Background: an optimization exercise with open tools, aiming at small area, a short achievable clock period and few clock cycles. Do not read the settings as production practice. Power figures rest on the tool's default switching activity, not on a simulated workload.

==> flow/design.v <==
module EC_2(
    input  logic       Enter,
    input  logic       Clk,
    input  logic       Reset,
    input  logic [7:0] Data_input,
    input  logic       Load_en,
    input  logic [4:0] Load_addr,
    input  logic [7:0] Load_data,
    output logic       Halt,
    output logic       In_wait,
    output logic [7:0] Data_output
    );
    localparam logic [2:0] OP_LOAD  = 3'd0;
    localparam logic [2:0] OP_STORE = 3'd1;
    localparam logic [2:0] OP_ADD   = 3'd2;
    localparam logic [2:0] OP_SUB   = 3'd3;
    localparam logic [2:0] OP_IN    = 3'd4;
    localparam logic [2:0] OP_JZ    = 3'd5;
    localparam logic [2:0] OP_JPOS  = 3'd6;
    localparam logic [2:0] OP_HALT  = 3'd7;
    logic [7:0] mem [0:31];
    logic [4:0] pc;       
    logic [4:0] pcn;      
    logic [7:0] ir_d;     
    logic       vd;       
    logic [4:0] ir_e;     
    logic       e_ld, e_st, e_add, e_sub;
    logic [7:0] opnd;     
    logic       tk;       
    logic [7:0] a;
    logic       halt_r;   
    logic       inw;      
    wire stall = halt_r | (inw & ~Enter);
    wire       nx_valid = tk | vd;
    wire [7:0] nx_word  = tk ? opnd : ir_d;
    wire [2:0] nx_op    = nx_word[7:5];
    wire [4:0] ra       = nx_word[4:0];
    wire [7:0] bx    = opnd ^ {8{e_sub}};
    wire [7:0] g0    = a & bx;
    wire [7:0] p0    = a ^ bx;
    wire [7:0] gk = {g0[7:1], g0[0] | (p0[0] & e_sub)};
    wire [7:0] pk = {p0[7:1], 1'b0};
    wire [7:0] g1 = gk | (pk & {gk[6:0], 1'b0});
    wire [7:0] p1 = pk & {pk[6:0], 1'b0};
    wire [7:0] g2 = g1 | (p1 & {g1[5:0], 2'b0});
    wire [7:0] p2 = p1 & {p1[5:0], 2'b0};
    wire [7:0] g3 = g2 | (p2 & {g2[3:0], 4'b0});
    wire [7:0] carry = {g3[6:0], e_sub};
    wire [7:0] sum   = p0 ^ carry;
    wire [7:0] ab_x     = a ^ opnd;
    wire       add_zero = (ab_x == {a[6:0] | opnd[6:0], 1'b0});
    wire       sub_zero = (ab_x == 8'd0);
    wire e_keep = ~(e_ld | e_add | e_sub | inw);
    wire [7:0] a_nx = ({8{e_ld}}          & opnd) |
                      ({8{e_add | e_sub}} & sum) |
                      ({8{inw}}           & Data_input) |
                      ({8{e_keep}}        & a);
    wire z_nx = (e_ld  & (opnd == 8'd0)) |
                (e_add & add_zero) |
                (e_sub & sub_zero) |
                (inw   & (Data_input == 8'd0)) |
                (e_keep & (a == 8'd0));
    logic [7:0] rd_op, rd_f;
    always_comb begin
        rd_op = 8'd0;
        rd_f  = 8'd0;
        for (int i = 0; i < 32; i++) begin
            rd_op = rd_op | (mem[i] & {8{ra == 5'(i)}});
            rd_f  = rd_f  | (mem[i] & {8{pc == 5'(i)}});
        end
    end
    wire [7:0] op_nx = (e_st && ir_e == ra) ? a : rd_op;
    wire       nx_store = nx_valid & (nx_op == OP_STORE);
    wire       refetch  = nx_store & (ra == pc);
    wire [7:0] f_nx = (e_st && ir_e == pc) ? a : rd_f;
    wire tk_nx = nx_valid & (((nx_op == OP_JZ) & z_nx) |
                             ((nx_op == OP_JPOS) & ~a_nx[7]));
    function automatic logic [4:0] inc5(input logic [4:0] x);
        inc5 = {x[4] ^ (&x[3:0]), x[3] ^ (&x[2:0]), x[2] ^ (&x[1:0]), x[1] ^ x[0], ~x[0]};
    endfunction
    wire [4:0] ird_p1 = inc5(ir_d[4:0]);
    wire [4:0] opn_p1 = inc5(opnd[4:0]);
    wire [4:0] ra_p1  = tk ? opn_p1 : ird_p1;
    wire [4:0] ra_p2  = inc5(ra_p1);
    wire [4:0] pcn_p1 = inc5(pcn);
    wire [4:0] pc_nx  = tk_nx ? ra_p1 : refetch ? pc  : pcn;
    wire [4:0] pcn_nx = tk_nx ? ra_p2 : refetch ? pcn : pcn_p1;
    always_ff @(posedge Clk or posedge Reset) begin
        if (Reset) begin
            pc     <= 5'd0;
            pcn    <= 5'd1;
            vd     <= 1'b0;
            a      <= 8'd0;
            e_ld   <= 1'b0;
            e_st   <= 1'b0;
            e_add  <= 1'b0;
            e_sub  <= 1'b0;
            tk     <= 1'b0;
            halt_r <= 1'b0;
            inw    <= 1'b0;
        end else if (!stall) begin
            pc     <= pc_nx;
            pcn    <= pcn_nx;
            vd     <= ~refetch;
            a      <= a_nx;
            e_ld   <= nx_valid & (nx_op == OP_LOAD);
            e_st   <= nx_store;
            e_add  <= nx_valid & (nx_op == OP_ADD);
            e_sub  <= nx_valid & (nx_op == OP_SUB);
            tk     <= tk_nx;
            halt_r <= nx_valid & (nx_op == OP_HALT);
            inw    <= nx_valid & (nx_op == OP_IN);
        end
    end
    always_ff @(posedge Clk) begin
        if (!stall)
            ir_d <= f_nx;
    end
    always_ff @(posedge Clk) begin
        ir_e <= ra;
        opnd <= op_nx;
    end
    logic       ld_en;
    logic [4:0] ld_addr;
    logic [7:0] ld_data;
    always_ff @(posedge Clk) begin
        ld_en   <= Load_en;
        ld_addr <= Load_addr;
        ld_data <= Load_data;
    end
    always_ff @(posedge Clk) begin
        if (ld_en)
            mem[ld_addr] <= ld_data;
        else if (e_st)
            mem[ir_e] <= a;
    end
    assign Halt        = halt_r;
    assign In_wait     = inw;
    assign Data_output = a;
endmodule
Settings: LEC_CHECK=0, CAP_MARGIN=20, CORE_MARGIN=2, CORE_UTILIZATION=40, CTS_BUF_LIST=sky130_fd_sc_hd__clkbuf_4 sky130_fd_sc_hd__clkbuf_8, SETUP_SLACK_MARGIN=5, SLEW_MARGIN=20, TNS_END_PERCENT=5; clock period 8.0 ns.
standard.sh (not shown) runs the stock make flow with config.mk's settings and CLKGATE_MAP_FILE= SYNTH_SCRIPT=/design/flow/synth_recipe.tcl, a recipe that flattens the netlist after the stock synthesis.
==> flow/flow/run.sh <==
#!/bin/bash
# Own layout flow: the standard flow (standard.sh) with two changes.
#  - sky130_fd_sc_hd__a222oi_1 is added to the platform's don't-use cells.
#    It has no stronger size, and as the last gate of a memory read it drives
#    a long wire slowly, which the resizer cannot fix.
#  - Ports are buffered with buf_4 rather than the default choice (a slow
#    clkdlybuf4s50_1 on the outputs).
# Everything else, including the synthesis script, is the standard flow.
# Each ORFS step logs to orfs/logs/...; make's own output goes to
# flow_make.log here.
set -euo pipefail
PLATFORM_DONT_USE="sky130_fd_sc_hd__probe_p_8 sky130_fd_sc_hd__probec_p_8 sky130_fd_sc_hd__lpflow_bleeder_1 sky130_fd_sc_hd__lpflow_clkbufkapwr_1 sky130_fd_sc_hd__lpflow_clkbufkapwr_16 sky130_fd_sc_hd__lpflow_clkbufkapwr_2 sky130_fd_sc_hd__lpflow_clkbufkapwr_4 sky130_fd_sc_hd__lpflow_clkbufkapwr_8 sky130_fd_sc_hd__lpflow_clkinvkapwr_1 sky130_fd_sc_hd__lpflow_clkinvkapwr_16 sky130_fd_sc_hd__lpflow_clkinvkapwr_2 sky130_fd_sc_hd__lpflow_clkinvkapwr_4 sky130_fd_sc_hd__lpflow_clkinvkapwr_8 sky130_fd_sc_hd__lpflow_decapkapwr_12 sky130_fd_sc_hd__lpflow_decapkapwr_3 sky130_fd_sc_hd__lpflow_decapkapwr_4 sky130_fd_sc_hd__lpflow_decapkapwr_6 sky130_fd_sc_hd__lpflow_decapkapwr_8 sky130_fd_sc_hd__lpflow_inputiso0n_1 sky130_fd_sc_hd__lpflow_inputiso0p_1 sky130_fd_sc_hd__lpflow_inputiso1n_1 sky130_fd_sc_hd__lpflow_inputiso1p_1 sky130_fd_sc_hd__lpflow_inputisolatch_1 sky130_fd_sc_hd__lpflow_isobufsrc_1 sky130_fd_sc_hd__lpflow_isobufsrc_16 sky130_fd_sc_hd__lpflow_isobufsrc_2 sky130_fd_sc_hd__lpflow_isobufsrc_4 sky130_fd_sc_hd__lpflow_isobufsrc_8 sky130_fd_sc_hd__lpflow_isobufsrckapwr_16 sky130_fd_sc_hd__lpflow_lsbuf_lh_hl_isowell_tap_1 sky130_fd_sc_hd__lpflow_lsbuf_lh_hl_isowell_tap_2 sky130_fd_sc_hd__lpflow_lsbuf_lh_hl_isowell_tap_4 sky130_fd_sc_hd__lpflow_lsbuf_lh_isowell_4 sky130_fd_sc_hd__lpflow_lsbuf_lh_isowell_tap_1 sky130_fd_sc_hd__lpflow_lsbuf_lh_isowell_tap_2 sky130_fd_sc_hd__lpflow_lsbuf_lh_isowell_tap_4 "
bash standard.sh finish \
  DONT_USE_CELLS="$PLATFORM_DONT_USE sky130_fd_sc_hd__a222oi_1" \
  BUFFER_PORTS_ARGS="-buffer_cell sky130_fd_sc_hd__buf_4" \
  > flow_make.log 2>&1
The starting point went through all stages and came out clean.
Edit:
--- a/flow/design.v
+++ b/flow/design.v
@@ -18,11 +18,10 @@
     localparam logic [2:0] OP_JZ    = 3'd5;
     localparam logic [2:0] OP_JPOS  = 3'd6;
     localparam logic [2:0] OP_HALT  = 3'd7;
     logic [7:0] mem [0:31];
     logic [4:0] pc;       
-    logic [4:0] pcn;      
     logic [7:0] ir_d;     
     logic       vd;       
     logic [4:0] ir_e;     
     logic       e_ld, e_st, e_add, e_sub;
     logic [7:0] opnd;     
@@ -73,24 +72,16 @@
     wire       nx_store = nx_valid & (nx_op == OP_STORE);
     wire       refetch  = nx_store & (ra == pc);
     wire [7:0] f_nx = (e_st && ir_e == pc) ? a : rd_f;
     wire tk_nx = nx_valid & (((nx_op == OP_JZ) & z_nx) |
                              ((nx_op == OP_JPOS) & ~a_nx[7]));
-    function automatic logic [4:0] inc5(input logic [4:0] x);
-        inc5 = {x[4] ^ (&x[3:0]), x[3] ^ (&x[2:0]), x[2] ^ (&x[1:0]), x[1] ^ x[0], ~x[0]};
-    endfunction
-    wire [4:0] ird_p1 = inc5(ir_d[4:0]);
-    wire [4:0] opn_p1 = inc5(opnd[4:0]);
-    wire [4:0] ra_p1  = tk ? opn_p1 : ird_p1;
-    wire [4:0] ra_p2  = inc5(ra_p1);
-    wire [4:0] pcn_p1 = inc5(pcn);
-    wire [4:0] pc_nx  = tk_nx ? ra_p1 : refetch ? pc  : pcn;
-    wire [4:0] pcn_nx = tk_nx ? ra_p2 : refetch ? pcn : pcn_p1;
+    wire [4:0] ra_p1 = {ra[4] ^ (&ra[3:0]), ra[3] ^ (&ra[2:0]), ra[2] ^ (&ra[1:0]), ra[1] ^ ra[0], ~ra[0]};
+    wire [4:0] pc_p1 = {pc[4] ^ (&pc[3:0]), pc[3] ^ (&pc[2:0]), pc[2] ^ (&pc[1:0]), pc[1] ^ pc[0], ~pc[0]};
+    wire [4:0] pc_nx = tk_nx ? ra_p1 : refetch ? pc : pc_p1;
     always_ff @(posedge Clk or posedge Reset) begin
         if (Reset) begin
             pc     <= 5'd0;
-            pcn    <= 5'd1;
             vd     <= 1'b0;
             a      <= 8'd0;
             e_ld   <= 1'b0;
             e_st   <= 1'b0;
             e_add  <= 1'b0;
@@ -98,11 +89,10 @@
             tk     <= 1'b0;
             halt_r <= 1'b0;
             inw    <= 1'b0;
         end else if (!stall) begin
             pc     <= pc_nx;
-            pcn    <= pcn_nx;
             vd     <= ~refetch;
             a      <= a_nx;
             e_ld   <= nx_valid & (nx_op == OP_LOAD);
             e_st   <= nx_store;
             e_add  <= nx_valid & (nx_op == OP_ADD);
@@ -132,9 +122,22 @@
         if (ld_en)
             mem[ld_addr] <= ld_data;
         else if (e_st)
             mem[ir_e] <= a;
     end
-    assign Halt        = halt_r;
-    assign In_wait     = inw;
-    assign Data_output = a;
+    logic [7:0] a_on;
+    logic       halt_on, inw_on;
+    always_ff @(posedge Clk or posedge Reset) begin
+        if (Reset) begin
+            a_on    <= 8'hff;
+            halt_on <= 1'b1;
+            inw_on  <= 1'b1;
+        end else if (!stall) begin
+            a_on    <= ~a_nx;
+            halt_on <= ~(nx_valid & (nx_op == OP_HALT));
+            inw_on  <= ~(nx_valid & (nx_op == OP_IN));
+        end
+    end
+    assign Halt        = ~halt_on;
+    assign In_wait     = ~inw_on;
+    assign Data_output = ~a_on;
 endmodule
Outcome:
- count of clock-buffer cells in the layout rose by 5
- worst setup slack degrades by 0.21 ns
- maximum frequency fell by a few percent
- utilization stays flat
- clock power fell by a few percent
- register-to-register slack degrades by 0.21 ns
- combinational power rose to 2.8 times its value
- synthesized area rose by a few percent
- total power rose by well over a third
No functional check of the RTL was part of any run of this note.

-- re-timing with driven ports --
Ports are ideal in the flow. The routed layouts listed here were re-timed in OpenROAD.
Step 1 sets driving cells, clkbuf_16 on the clock port and buf_2 on the other inputs (assumed; they add their load-dependent delay and slew).
Step 2 times the ports against the registers' clock, not the clock port: input delays grow and output delays shrink by t, the midpoint of the rising clock arrivals with the driver on.
Three values: no drivers, after step 1, after step 2; two values: the first two.
run	t, ns	slack for setup (ns)	hold WS [ns]
the first run	0.735	4.831 / 4.816 / 4.442	0.500 / 0.500 / 0.500
the second run	0.746	4.616 / 4.616 / 4.470	0.479 / 0.479 / 0.479
After both steps setup and hold are still met in every run listed. For the first run, which loses most, drivers alone change the setup slack by -0.015 ns; drivers and shift together by -0.389 ns.
